Source: an optimization exercise on an open RTL-to-GDS flow (aim: small area). Production flows keep margins and buffers that such runs may drop.
At most, simulation tests tie the RTL to the original design; equivalence was not proved.
Power and IR drop assume default switching activity.

==> 06-13: inputs <==
==> flow/design.v <==
module Calculator2_0(clk, rst, col, btn, btnres, fil, Sseg, anodos);
	input clk;
	input rst;
	input [3:0] col;
	input btn;
	input btnres;
	output [3:0] fil;
	output [6:0] Sseg;
	output [7:0] anodos;
	reg [5:0] c50;       
	reg [2:0] m5;        
	reg [2:0] cb;        
	reg [1:0] r;         
	reg       fs;        
	wire tick = (c50 == 6'd49);
	wire rtick = (c50 == 6'd24) && (m5 == 3'b000) && cb[0];
	always @(posedge clk) begin
		if (rst) begin
			c50 <= 6'd25;
			m5 <= 3'b010;
			cb <= 3'd0;
			r <= 2'b10;
			fs <= 1'b0;
		end else begin
			c50 <= tick ? 6'd0 : c50 + 6'd1;
			if (tick) begin
				m5 <= {m5[1] & m5[0], m5[0], !m5[2]};
				cb <= cb + 3'd1;
			end
			if (rtick) begin
				r <= {r[0], !r[1]};
				fs <= 1'b1;
			end
		end
	end
	assign fil = {fs && r == 2'b00, fs && r == 2'b01, fs && r == 2'b11, fs && r == 2'b10};
	assign anodos = (m5 == 3'b010) ? 8'hFF : ~(8'd1 << cb);
	reg [3:0] tecla_q;
	reg [3:0] tecla;
	always @(*) begin
		tecla = tecla_q;
		if (col == 4'b1000 || col == 4'b0100 || col == 4'b0010 || col == 4'b0001) begin
			if (!fs) tecla = 4'd15;
			else case ({r, col})
				6'b00_1000: tecla = 4'd15;
				6'b00_0100: tecla = 4'd0;
				6'b00_0010: tecla = 4'd14;
				6'b00_0001: tecla = 4'd13;
				6'b01_1000: tecla = 4'd1;
				6'b01_0100: tecla = 4'd2;
				6'b01_0010: tecla = 4'd3;
				6'b01_0001: tecla = 4'd10;
				6'b11_1000: tecla = 4'd4;
				6'b11_0100: tecla = 4'd5;
				6'b11_0010: tecla = 4'd6;
				6'b11_0001: tecla = 4'd11;
				6'b10_1000: tecla = 4'd7;
				6'b10_0100: tecla = 4'd8;
				6'b10_0010: tecla = 4'd9;
				default:    tecla = 4'd12;
			endcase
		end
	end
	always @(posedge clk) begin
		if (rst) tecla_q <= 4'd15;
		else tecla_q <= tecla;
	end
	reg [3:0] D0, D1, D2, D3, D4, D5, D6, D7;
	reg F0, F2, F3, F4;       
	reg estado, btnON, btnresON;
	reg [2:0] q;              
	reg [4:0] oc;             
	wire tog = tick && !btnres && !btnresON;
	wire est_n = estado ^ tog;
	wire adv = !btn && !btnON;
	wire [2:0] q_n = q - {2'b0, adv};
	wire ewr = tick && !est_n;    
	reg [3:0] a2, a1, a0, b2, b1, b0;
	reg [1:0] oper;
	reg sig1;
	wire run = estado && !tick;
	wire [1:0] g = c50[5:4];
	wire [3:0] k = c50[3:0];
	wire s_clr = run && (c50 == 6'd0);
	wire s_slot = run && (k != 4'd0) && (k <= 4'd9) && (g != 2'd3);
	wire s_fin = run && (c50 == 6'd48);
	wire mul = (oper == 2'd2);
	wire dv = (oper == 2'd3);
	wire sub = !oper[1] && (oper[0] ^ sig1);
	wire add = !oper[1] && !(oper[0] ^ sig1);
	wire fail = !D7[2];           
	wire ph2 = run && sub && fail && (g == 2'd2) && (k >= 4'd4) && (k <= 4'd6);   
	wire s_sh = run && (((k == 4'd0) && (g == 2'd1 || g == 2'd2)) || ph2);
	wire s_rot = run && dv && (g == 2'd2) && (k >= 4'd10) && (k <= 4'd12);
	wire s33 = run && (c50 == 6'd33);
	wire s39 = run && (c50 == 6'd39);
	reg [3:0] Y;
	always @(*) begin
		case (ph2 ? c50[1:0] : g)
			2'd0: Y = a2;
			2'd1: Y = a1;
			default: Y = a0;
		endcase
	end
	wire [3:0] ins = mul ? 4'd0 : (sub && (sig1 ^ ph2)) ? c9(Y) : Y;
	wire subt = dv || sub;        
	wire cmpb = dv || (sub && (s33 ^ sig1));     
	wire en = (mul && s_slot && (k <= Y)) || (dv && s_slot) || (add && s33) ||
	          (sub && (s33 || (s39 && fail)));
	function [4:0] bcdadd;
		input [3:0] x;
		input [3:0] y;
		input c;
		reg [4:0] k;
		reg [3:0] t;
		reg co;
		integer j;
		begin
			k[0] = c;
			for (j = 0; j < 4; j = j + 1) begin
				t[j] = x[j] ^ y[j] ^ k[j];
				k[j+1] = (x[j] & y[j]) | (x[j] & k[j]) | (y[j] & k[j]);
			end
			co = k[4] | (t[3] & (t[2] | t[1]));
			bcdadd = {co, t[3] ^ (co & (t[2] | t[1])), t[2] ^ (co & ~t[1]), t[1] ^ co, t[0]};
		end
	endfunction
	function [4:0] bcdinc;
		input [3:0] x;
		input c;
		begin
			if (!c) bcdinc = {1'b0, x};
			else if (x == 4'd9) bcdinc = 5'b10000;
			else bcdinc = {1'b0, x + 4'd1};
		end
	endfunction
	function [3:0] c9;
		input [3:0] x;
		begin
			c9 = {~(x[3] | x[2] | x[1]), x[2] ^ x[1], x[1], ~x[0]};
		end
	endfunction
	wire [3:0] U0 = D0;
	wire [3:0] U1 = D1;
	wire [3:0] U2 = D2;
	wire [3:0] V0 = cmpb ? c9(b0) : b0;
	wire [3:0] V1 = cmpb ? c9(b1) : b1;
	wire [3:0] V2 = cmpb ? c9(b2) : b2;
	wire [4:0] S0 = bcdadd(U0, V0, subt);
	wire [4:0] S1 = bcdadd(U1, V1, S0[4]);
	wire [4:0] S2 = bcdadd(U2, V2, S1[4]);
	wire c3 = S2[4];
	wire [3:0] D3m = (D3 == 4'd0) ? 4'd9 : D3 - 4'd1;
	wire [4:0] S3 = subt ? {c3 | (D3 != 4'd0), c3 ? D3 : D3m} : bcdinc(D3, c3);
	wire c4 = S3[4];              
	wire [4:0] S4 = bcdinc(D4, c4);
	wire [4:0] S5 = bcdinc(D5, S4[4]);
	wire wr = en && (!subt || S3[4] || (sub && s39));
	wire err = dv && ((D3 != 4'd0) || (D4 != 4'd0) || (D5 != 4'd0) || ({b2, b1, b0} == 12'd0));
	wire neg_fin = sub ? fail : (sig1 && !err);
	wire ld = !rst && (s_clr || s_sh || s_rot);      
	wire sh = !rst && (s_sh || s_rot);
	wire w = !rst && wr;
	wire fin = !rst && s_fin;
	wire s7 = !rst && sub && s33;
	wire [7:0] e = {8{ewr && !rst}} & (8'd1 << q_n);
	wire [3:0] din0 = s_rot ? D6 : ins;
	wire [7:0] hold;
	assign hold[0] = !(rst || e[0] || ld || w || (fin && err));
	assign hold[1] = !(rst || e[1] || ld || w || (fin && err));
	assign hold[2] = !(rst || e[2] || ld || w || (fin && err));
	assign hold[3] = !(rst || e[3] || ld || w || (fin && (err || sub)));
	assign hold[4] = !(rst || e[4] || ld || w || (fin && (err || sub)));
	assign hold[5] = !(rst || e[5] || ld || w || (fin && (err || sub)));
	assign hold[6] = !(rst || e[6] || ld || fin);
	assign hold[7] = !(rst || e[7] || s7 || fin);
	wire ferr = fin && err;
	wire [3:0] D0n = ({4{hold[0]}} & D0) | ({4{e[0]}} & tecla) | ({4{ld && !rst}} & din0) | ({4{w}} & S0[3:0]) | {4{rst || ferr}};
	wire [3:0] D1n = ({4{hold[1]}} & D1) | ({4{e[1]}} & tecla) | ({4{sh}} & D0) | ({4{w}} & S1[3:0]) | {4{rst}};
	wire [3:0] D2n = ({4{hold[2]}} & D2) | ({4{e[2]}} & tecla) | ({4{sh}} & D1) | ({4{w}} & S2[3:0]) | {4{rst || ferr}};
	wire [3:0] D3n = ({4{hold[3]}} & D3) | ({4{e[3]}} & tecla) | ({4{sh}} & D2) | ({4{w}} & S3[3:0]) | {4{rst || ferr}};
	wire [3:0] D4n = ({4{hold[4]}} & D4) | ({4{e[4]}} & tecla) | ({4{sh}} & D3) | ({4{w}} & S4[3:0]) | {{3{rst || ferr}}, rst};
	wire [3:0] D5n = ({4{hold[5]}} & D5) | ({4{e[5]}} & tecla) | ({4{sh}} & D4) | ({4{w}} & S5[3:0]) | {4{rst || ferr}};
	wire [3:0] D6n = ({4{hold[6]}} & D6) | ({4{e[6]}} & tecla) | ({4{sh}} & D5) |
	                 {rst || fin, rst || (fin && !neg_fin), rst || fin, rst || fin};
	wire [3:0] D7n = ({4{hold[7]}} & D7) | ({4{e[7]}} & tecla) |
	                 {rst || fin || s7, rst || fin || (s7 && S3[4]), rst || fin || s7, rst || fin || s7};
	always @(posedge clk) begin
		D0 <= D0n; D1 <= D1n; D2 <= D2n; D3 <= D3n;
		D4 <= D4n; D5 <= D5n; D6 <= D6n; D7 <= D7n;
		if (rst) begin
			F0 <= 1'b0; F2 <= 1'b0; F3 <= 1'b0; F4 <= 1'b0;
			estado <= 1'b0; btnON <= 1'b0; btnresON <= 1'b0;
			q <= 3'd7;
			oc <= 5'd15;
		end else begin
			if (tick) begin
				btnresON <= !btnres;
				estado <= est_n;
				case (cb)
					3'd7: oc <= {F0, D0};
					3'd0: oc <= {1'b0, D1};
					3'd1: oc <= {F2, D2};
					3'd2: oc <= {F3, D3};
					3'd3: oc <= {F4, D4};
					3'd4: oc <= {1'b0, D5};
					3'd5: oc <= {1'b0, D6};
					default: oc <= {1'b0, D7};
				endcase
			end
			if (ewr) begin
				btnON <= !btn;
				q <= q_n;
			end
			if (e[0]) F0 <= 1'b0;
			if (e[2]) F2 <= 1'b0;
			if (e[3]) F3 <= 1'b0;
			if (e[4]) F4 <= 1'b0;
			if (s_fin) begin
				F0 <= err; F2 <= err; F3 <= err; F4 <= err;
			end
		end
	end
	always @(posedge clk) begin
		if (rst) begin
			a2 <= 4'd0; a1 <= 4'd0; a0 <= 4'd0;
			b2 <= 4'd0; b1 <= 4'd0; b0 <= 4'd0;
			oper <= 2'd0; sig1 <= 1'b0;
		end else if (!estado) begin
			if (D6 <= 4'd9) a2 <= D6;
			if (D5 <= 4'd9) a1 <= D5;
			if (D4 <= 4'd9) a0 <= D4;
			if (D2 <= 4'd9) b2 <= D2;
			if (D1 <= 4'd9) b1 <= D1;
			if (D0 <= 4'd9) b0 <= D0;
			if (D3 >= 4'd10 && D3 <= 4'd13) oper <= D3[1:0] + 2'd2;
			sig1 <= (D7 != 4'd15);
		end
	end
	assign Sseg[6] = !(oc == 5'd0 || oc == 5'd2 || oc == 5'd3 || oc == 5'd5 || oc == 5'd6 || oc == 5'd7 || oc == 5'd8 || oc == 5'd9 || oc == 5'd30 || oc == 5'd31);
	assign Sseg[5] = !(oc == 5'd0 || oc == 5'd1 || oc == 5'd2 || oc == 5'd3 || oc == 5'd4 || oc == 5'd7 || oc == 5'd8 || oc == 5'd9 || oc == 5'd12 || oc == 5'd13);
	assign Sseg[4] = !(oc == 5'd0 || oc == 5'd1 || oc == 5'd3 || oc == 5'd4 || oc == 5'd5 || oc == 5'd6 || oc == 5'd7 || oc == 5'd8 || oc == 5'd9 || oc == 5'd10 || oc == 5'd12);
	assign Sseg[3] = !(oc == 5'd0 || oc == 5'd2 || oc == 5'd3 || oc == 5'd5 || oc == 5'd6 || oc == 5'd8 || oc == 5'd9 || oc == 5'd14 || oc == 5'd30 || oc == 5'd31);
	assign Sseg[2] = !(oc == 5'd0 || oc == 5'd2 || oc == 5'd6 || oc == 5'd8 || oc == 5'd12 || oc == 5'd13 || oc == 5'd30 || oc == 5'd31);
	assign Sseg[1] = !(oc == 5'd0 || oc == 5'd4 || oc == 5'd5 || oc == 5'd6 || oc == 5'd8 || oc == 5'd9 || oc == 5'd10 || oc == 5'd12 || oc == 5'd30 || oc == 5'd31);
	assign Sseg[0] = !(oc == 5'd2 || oc == 5'd3 || oc == 5'd4 || oc == 5'd5 || oc == 5'd6 || oc == 5'd8 || oc == 5'd9 || oc == 5'd10 || oc == 5'd11 || oc == 5'd12 || oc == 5'd14 || oc == 5'd30);
endmodule
==> flow/flow/run.sh <==
#!/bin/bash
# Standard ORFS layout (the standard.sh) with these changes:
#  - synthesis: no adder extraction (ADDER_MAP_FILE empty), no Kogge-Stone carry map
#    (SYNTH_OPERATIONS_ARGS), and abc's area script replaced by flow/abc_area.script
#    (four rounds of deepsyn and area-only standard-cell mapping); the registers, their names and
#    cell types are those of the standard synthesis;
#  - the port buffers are sky130_fd_sc_hd__buf_1;
#  - clock tree from sky130_fd_sc_hd__clkbuf_8 only, without dummy loads.
# SCRIPTS_DIR points to a folder of links to ORFS's scripts, with abc_area.script replaced.
set -euo pipefail
HERE=$(pwd)
S=$HERE/scripts
rm -rf "$S"; mkdir -p "$S"
for f in "$FLOW_HOME"/scripts/*; do ln -s "$f" "$S/"; done
rm "$S/abc_area.script"; cp "$HERE/flow/abc_area.script" "$S/abc_area.script"
CTS="-sink_clustering_enable -repair_clock_nets -dont_use_dummy_load -buf_list sky130_fd_sc_hd__clkbuf_8 -sink_clustering_size 30 -sink_clustering_max_diameter 400 -sink_clustering_levels 1"
BP="-buffer_cell sky130_fd_sc_hd__buf_1"
export SCRIPTS_DIR="$S" ADDER_MAP_FILE= ABC_AREA=1 SYNTH_OPERATIONS_ARGS=-noshare BUFFER_PORTS_ARGS="$BP" CTS_ARGS="$CTS"
bash standard.sh "SCRIPTS_DIR=$S" ADDER_MAP_FILE= ABC_AREA=1 SYNTH_OPERATIONS_ARGS=-noshare \
  "BUFFER_PORTS_ARGS=$BP" "CTS_ARGS=$CTS" finish > standard_flow.log 2>&1
==> flow/flow/abc_area.script <==
strash
&get -n
&deepsyn -T 60 
&put
dch
amap
strash
&get -n
&deepsyn -T 60 
&put
dch
amap
strash
&get -n
&deepsyn -T 60 
&put
dch
amap
strash
&get -n
&deepsyn -T 60 
&put
dch
amap
topo
==> flow/standard.sh <==
#!/bin/bash
# synth_recipe.tcl (not shown) runs the flow's synth.tcl, then flattens the netlist and writes it again
# the make line also repeats each setting of config.mk as NAME=value (left out here)
make -C /OpenROAD-flow-scripts/flow DESIGN_CONFIG=/design/flow/config.mk WORK_HOME=/design/flow/orfs CLKGATE_MAP_FILE= SYNTH_SCRIPT=/design/flow/synth_recipe.tcl "${@:-finish}"
==> flow/config.mk <==
export PLATFORM = sky130hd
export DESIGN_NAME = Calculator2_0
export DESIGN_NICKNAME = Calculator2_0
export VERILOG_FILES = /design/flow/design.v
export SDC_FILE = /design/flow/constraint.sdc
export NUM_CORES = 4
export LEC_CHECK = 0
export ABC_AREA = 1
export CAP_MARGIN = 0
export CORE_MARGIN = 2
export CORE_UTILIZATION = 40
export GPL_TIMING_DRIVEN = 0
export SLEW_MARGIN = 0
==> flow/constraint.sdc <==
create_clock -name core_clock -period 110.0 [get_ports {clk}]
set_input_delay 22.0000 -clock core_clock [delete_from_list [all_inputs] [get_ports {clk}]]
set_output_delay 22.0000 -clock core_clock [all_outputs]
set_load 0.01 [all_outputs]
==> 08-16 (differences from 06-13) <==
--- a/flow/design.v
+++ b/flow/design.v
@@ -15,3 +15,3 @@
 	wire tick = (c50 == 6'd49);
-	wire rtick = (c50 == 6'd24) && (m5 == 3'b000) && cb[0];
+	wire rtick = (c50 == 6'd24) && (m5 == 3'd0) && cb[0];
 	always @(posedge clk) begin
@@ -19,3 +19,3 @@
 			c50 <= 6'd25;
-			m5 <= 3'b010;
+			m5 <= 3'd7;
 			cb <= 3'd0;
@@ -26,3 +26,3 @@
 			if (tick) begin
-				m5 <= {m5[1] & m5[0], m5[0], !m5[2]};
+				m5 <= (m5 == 3'd4) ? 3'd0 : (m5 == 3'd7) ? 3'd1 : m5 + 3'd1;
 				cb <= cb + 3'd1;
@@ -36,3 +36,3 @@
 	assign fil = {fs && r == 2'b00, fs && r == 2'b01, fs && r == 2'b11, fs && r == 2'b10};
-	assign anodos = (m5 == 3'b010) ? 8'hFF : ~(8'd1 << cb);
+	assign anodos = (m5 == 3'd7) ? 8'hFF : ~(8'd1 << cb);
 	reg [3:0] tecla_q;
@@ -154,3 +154,3 @@
 	wire [4:0] S3 = subt ? {c3 | (D3 != 4'd0), c3 ? D3 : D3m} : bcdinc(D3, c3);
-	wire c4 = S3[4];              
+	wire c4 = S3[4] && !sub;
 	wire [4:0] S4 = bcdinc(D4, c4);
--- a/flow/flow/run.sh
+++ b/flow/flow/run.sh
@@ -4,3 +4,3 @@
 #    (SYNTH_OPERATIONS_ARGS), and abc's area script replaced by flow/abc_area.script
-#    (four rounds of deepsyn and area-only standard-cell mapping); the registers, their names and
+#    (deepsyn, then area-only standard-cell mapping); the registers, their names and
 #    cell types are those of the standard synthesis;
@@ -15,3 +15,3 @@
 rm "$S/abc_area.script"; cp "$HERE/flow/abc_area.script" "$S/abc_area.script"
-CTS="-sink_clustering_enable -repair_clock_nets -dont_use_dummy_load -buf_list sky130_fd_sc_hd__clkbuf_8 -sink_clustering_size 30 -sink_clustering_max_diameter 400 -sink_clustering_levels 1"
+CTS="-sink_clustering_enable -repair_clock_nets -dont_use_dummy_load -buf_list sky130_fd_sc_hd__clkbuf_8"
 BP="-buffer_cell sky130_fd_sc_hd__buf_1"
==> flow/flow/abc_area.script (replaced) <==
strash
&get -n
&deepsyn -T 120
&put
dch
amap
topo
--- a/flow/config.mk
+++ b/flow/config.mk
@@ -8,6 +8,5 @@
 export ABC_AREA = 1
-export CAP_MARGIN = 0
+export CAP_MARGIN = 20
 export CORE_MARGIN = 2
 export CORE_UTILIZATION = 40
-export GPL_TIMING_DRIVEN = 0
-export SLEW_MARGIN = 0
+export SLEW_MARGIN = 20
==> 11-19 (differences from 06-13) <==
--- a/flow/design.v
+++ b/flow/design.v
@@ -15,3 +15,3 @@
 	wire tick = (c50 == 6'd49);
-	wire rtick = (c50 == 6'd24) && (m5 == 3'b000) && cb[0];
+	wire rtick = (c50 == 6'd24) && (m5 == 3'd0) && cb[0];
 	always @(posedge clk) begin
@@ -19,3 +19,3 @@
 			c50 <= 6'd25;
-			m5 <= 3'b010;
+			m5 <= 3'd7;
 			cb <= 3'd0;
@@ -26,3 +26,3 @@
 			if (tick) begin
-				m5 <= {m5[1] & m5[0], m5[0], !m5[2]};
+				m5 <= (m5 == 3'd4) ? 3'd0 : (m5 == 3'd7) ? 3'd1 : m5 + 3'd1;
 				cb <= cb + 3'd1;
@@ -36,3 +36,3 @@
 	assign fil = {fs && r == 2'b00, fs && r == 2'b01, fs && r == 2'b11, fs && r == 2'b10};
-	assign anodos = (m5 == 3'b010) ? 8'hFF : ~(8'd1 << cb);
+	assign anodos = (m5 == 3'd7) ? 8'hFF : ~(8'd1 << cb);
 	reg [3:0] tecla_q;
@@ -154,3 +154,3 @@
 	wire [4:0] S3 = subt ? {c3 | (D3 != 4'd0), c3 ? D3 : D3m} : bcdinc(D3, c3);
-	wire c4 = S3[4];              
+	wire c4 = S3[4] && !sub;
 	wire [4:0] S4 = bcdinc(D4, c4);
--- a/flow/flow/run.sh
+++ b/flow/flow/run.sh
@@ -4,3 +4,3 @@
 #    (SYNTH_OPERATIONS_ARGS), and abc's area script replaced by flow/abc_area.script
-#    (four rounds of deepsyn and area-only standard-cell mapping); the registers, their names and
+#    (deepsyn, then area-only standard-cell mapping); the registers, their names and
 #    cell types are those of the standard synthesis;
@@ -15,3 +15,3 @@
 rm "$S/abc_area.script"; cp "$HERE/flow/abc_area.script" "$S/abc_area.script"
-CTS="-sink_clustering_enable -repair_clock_nets -dont_use_dummy_load -buf_list sky130_fd_sc_hd__clkbuf_8 -sink_clustering_size 30 -sink_clustering_max_diameter 400 -sink_clustering_levels 1"
+CTS="-sink_clustering_enable -repair_clock_nets -dont_use_dummy_load -buf_list sky130_fd_sc_hd__clkbuf_8"
 BP="-buffer_cell sky130_fd_sc_hd__buf_1"
==> flow/flow/abc_area.script (replaced) <==
strash
&get -n
&deepsyn -T 120
&put
dch
amap
topo
--- a/flow/config.mk
+++ b/flow/config.mk
@@ -8,6 +8,5 @@
 export ABC_AREA = 1
-export CAP_MARGIN = 0
+export CAP_MARGIN = 20
 export CORE_MARGIN = 2
-export CORE_UTILIZATION = 40
-export GPL_TIMING_DRIVEN = 0
-export SLEW_MARGIN = 0
+export CORE_UTILIZATION = 65
+export SLEW_MARGIN = 20
==> 12-28 (differences from 06-13) <==
--- a/flow/design.v
+++ b/flow/design.v
@@ -154,3 +154,3 @@
 	wire [4:0] S3 = subt ? {c3 | (D3 != 4'd0), c3 ? D3 : D3m} : bcdinc(D3, c3);
-	wire c4 = S3[4];              
+	wire c4 = S3[4] && !sub;
 	wire [4:0] S4 = bcdinc(D4, c4);
--- a/flow/flow/run.sh
+++ b/flow/flow/run.sh
@@ -4,3 +4,3 @@
 #    (SYNTH_OPERATIONS_ARGS), and abc's area script replaced by flow/abc_area.script
-#    (four rounds of deepsyn and area-only standard-cell mapping); the registers, their names and
+#    (deepsyn, then area-only standard-cell mapping); the registers, their names and
 #    cell types are those of the standard synthesis;
@@ -15,3 +15,3 @@
 rm "$S/abc_area.script"; cp "$HERE/flow/abc_area.script" "$S/abc_area.script"
-CTS="-sink_clustering_enable -repair_clock_nets -dont_use_dummy_load -buf_list sky130_fd_sc_hd__clkbuf_8 -sink_clustering_size 30 -sink_clustering_max_diameter 400 -sink_clustering_levels 1"
+CTS="-sink_clustering_enable -repair_clock_nets -dont_use_dummy_load -buf_list sky130_fd_sc_hd__clkbuf_8"
 BP="-buffer_cell sky130_fd_sc_hd__buf_1"
==> flow/flow/abc_area.script (replaced) <==
strash
&get -n
&deepsyn -T 120
&put
dch
amap
topo
--- a/flow/config.mk
+++ b/flow/config.mk
@@ -8,6 +8,5 @@
 export ABC_AREA = 1
-export CAP_MARGIN = 0
+export CAP_MARGIN = 20
 export CORE_MARGIN = 2
 export CORE_UTILIZATION = 40
-export GPL_TIMING_DRIVEN = 0
-export SLEW_MARGIN = 0
+export SLEW_MARGIN = 20
==> summary of the runs <==
- Between 12-28 and 08-16, the lower sequential power is in 08-16 (gap about 2%, measured against 08-16).
- Between 08-16 and 12-28, the lower non-clock buffer count is in 08-16 (gap 4).
- Sequential share of layout area: 08-16 is lower than 06-13 (0.31 points).
- Cell area: 12-28 > 08-16 > 06-13 > 11-19.
- Utilization: 06-13 < 08-16 < 12-28 < 11-19.
- In count of clock-buffer cells in the layout, 12-28 and 11-19 do not differ.
- The highest global-route usage belongs to 11-19, the lowest to 06-13.
- Clock power is about the same in 08-16 and 06-13.
- Maximum frequency, highest first: 08-16, 12-28, 11-19, 06-13.
- Critical path depth, highest first: 11-19, 12-28, 06-13, 08-16.
==> figures <==
                                                                                          11-19                    08-16                    12-28                    06-13
Power consumed by the clock network                                                   0.0185 mW                0.0190 mW                0.0186 mW                0.0189 mW
Worst setup slack before clock tree synthesis                                         85,310 ps                85,370 ps                85,250 ps                83,360 ps
Multi-input combinational area share                                                      52.2%                    51.4%                    51.8%                    51.7%
Count of routing violations after the opening detailed-route iteration                      870                      692                      507                      423
Starting Density                                                                          66.1%                    40.7%                    40.8%                    40.6%
Post-Synthesis Cell Area                                                            0.00535 mm²              0.00535 mm²              0.00535 mm²              0.00531 mm²
Simple-gate share of the synthesized area                                                 21.1%                    21.1%                    23.5%                    22.3%
Die Wd                                                                                  94.7 µm                   120 µm                   120 µm                   119 µm
Kind of start point of the critical path                                             input port                flip-flop               input port               input port
Layout cell share with drive strength beyond 1                                            1.63%                    1.63%                    2.11%                    1.24%
Sort of element at the end of the critical path                                       flip-flop           primary output                flip-flop                flip-flop
Fraction of area in registers                                                             32.5%                    32.0%                    31.8%                    32.3%
Result of the run                                                       complete, no violations  complete, no violations  complete, no violations  complete, no violations
Clock share of power                                                                      30.0%                    30.5%                    28.7%                    25.7%
Pin count of the biggest net entering global routing                                         26                       26                       30                       25
Switching pwr                                                                         0.0172 mW                0.0177 mW                0.0193 mW                0.0251 mW
Count of multi-input combinational gates                                                    535                      535                      547                      551
Critical Path Stages                                                                         17                        5                       12                       11
Power per cell area                                                                 10.8 mW/mm²              10.7 mW/mm²              11.0 mW/mm²              12.8 mW/mm²
Wire length of the first global-routing pass                                            27.4 mm                  29.2 mm                  30.2 mm                  28.6 mm
Number of well taps                                                                         105                      176                      176                      176
Function not checked in 12-28: the RTL went through the layout flow alone.

static timing again, ports no longer ideal:
The results above use ideal ports. As a check the final layouts listed here were re-extracted and re-timed, cells and wires unchanged. Step 1, drivers: a clkbuf_16 drives clk and a buf_2 each remaining input, both assumed. Step 2 adds t to the input delays and takes it off the output delays; t is the mean of the earliest and latest rising clock arrival at the registers after step 1. Input paths then give back, and output paths get back, about the clock's delay inside the block. Three values: no drivers, after step 1, after step 2; two values: the first two.
run	t, ns	setup WS [ns]	worst data-port slew with drivers (ns)
06-13	0.423	83.638 / 83.645 / 83.222	0.03
08-16	0.415	85.593 / 85.557 / 85.297	0.03
11-19	0.389	85.576 / 85.574 / 85.196	0.03
12-28	0.410	85.578 / 85.591 / 85.181	0.04
After both steps every run listed still meets setup and hold. The setup slack of 06-13, which loses most, moves by +0.007 ns with the drivers and by -0.416 ns with both steps.
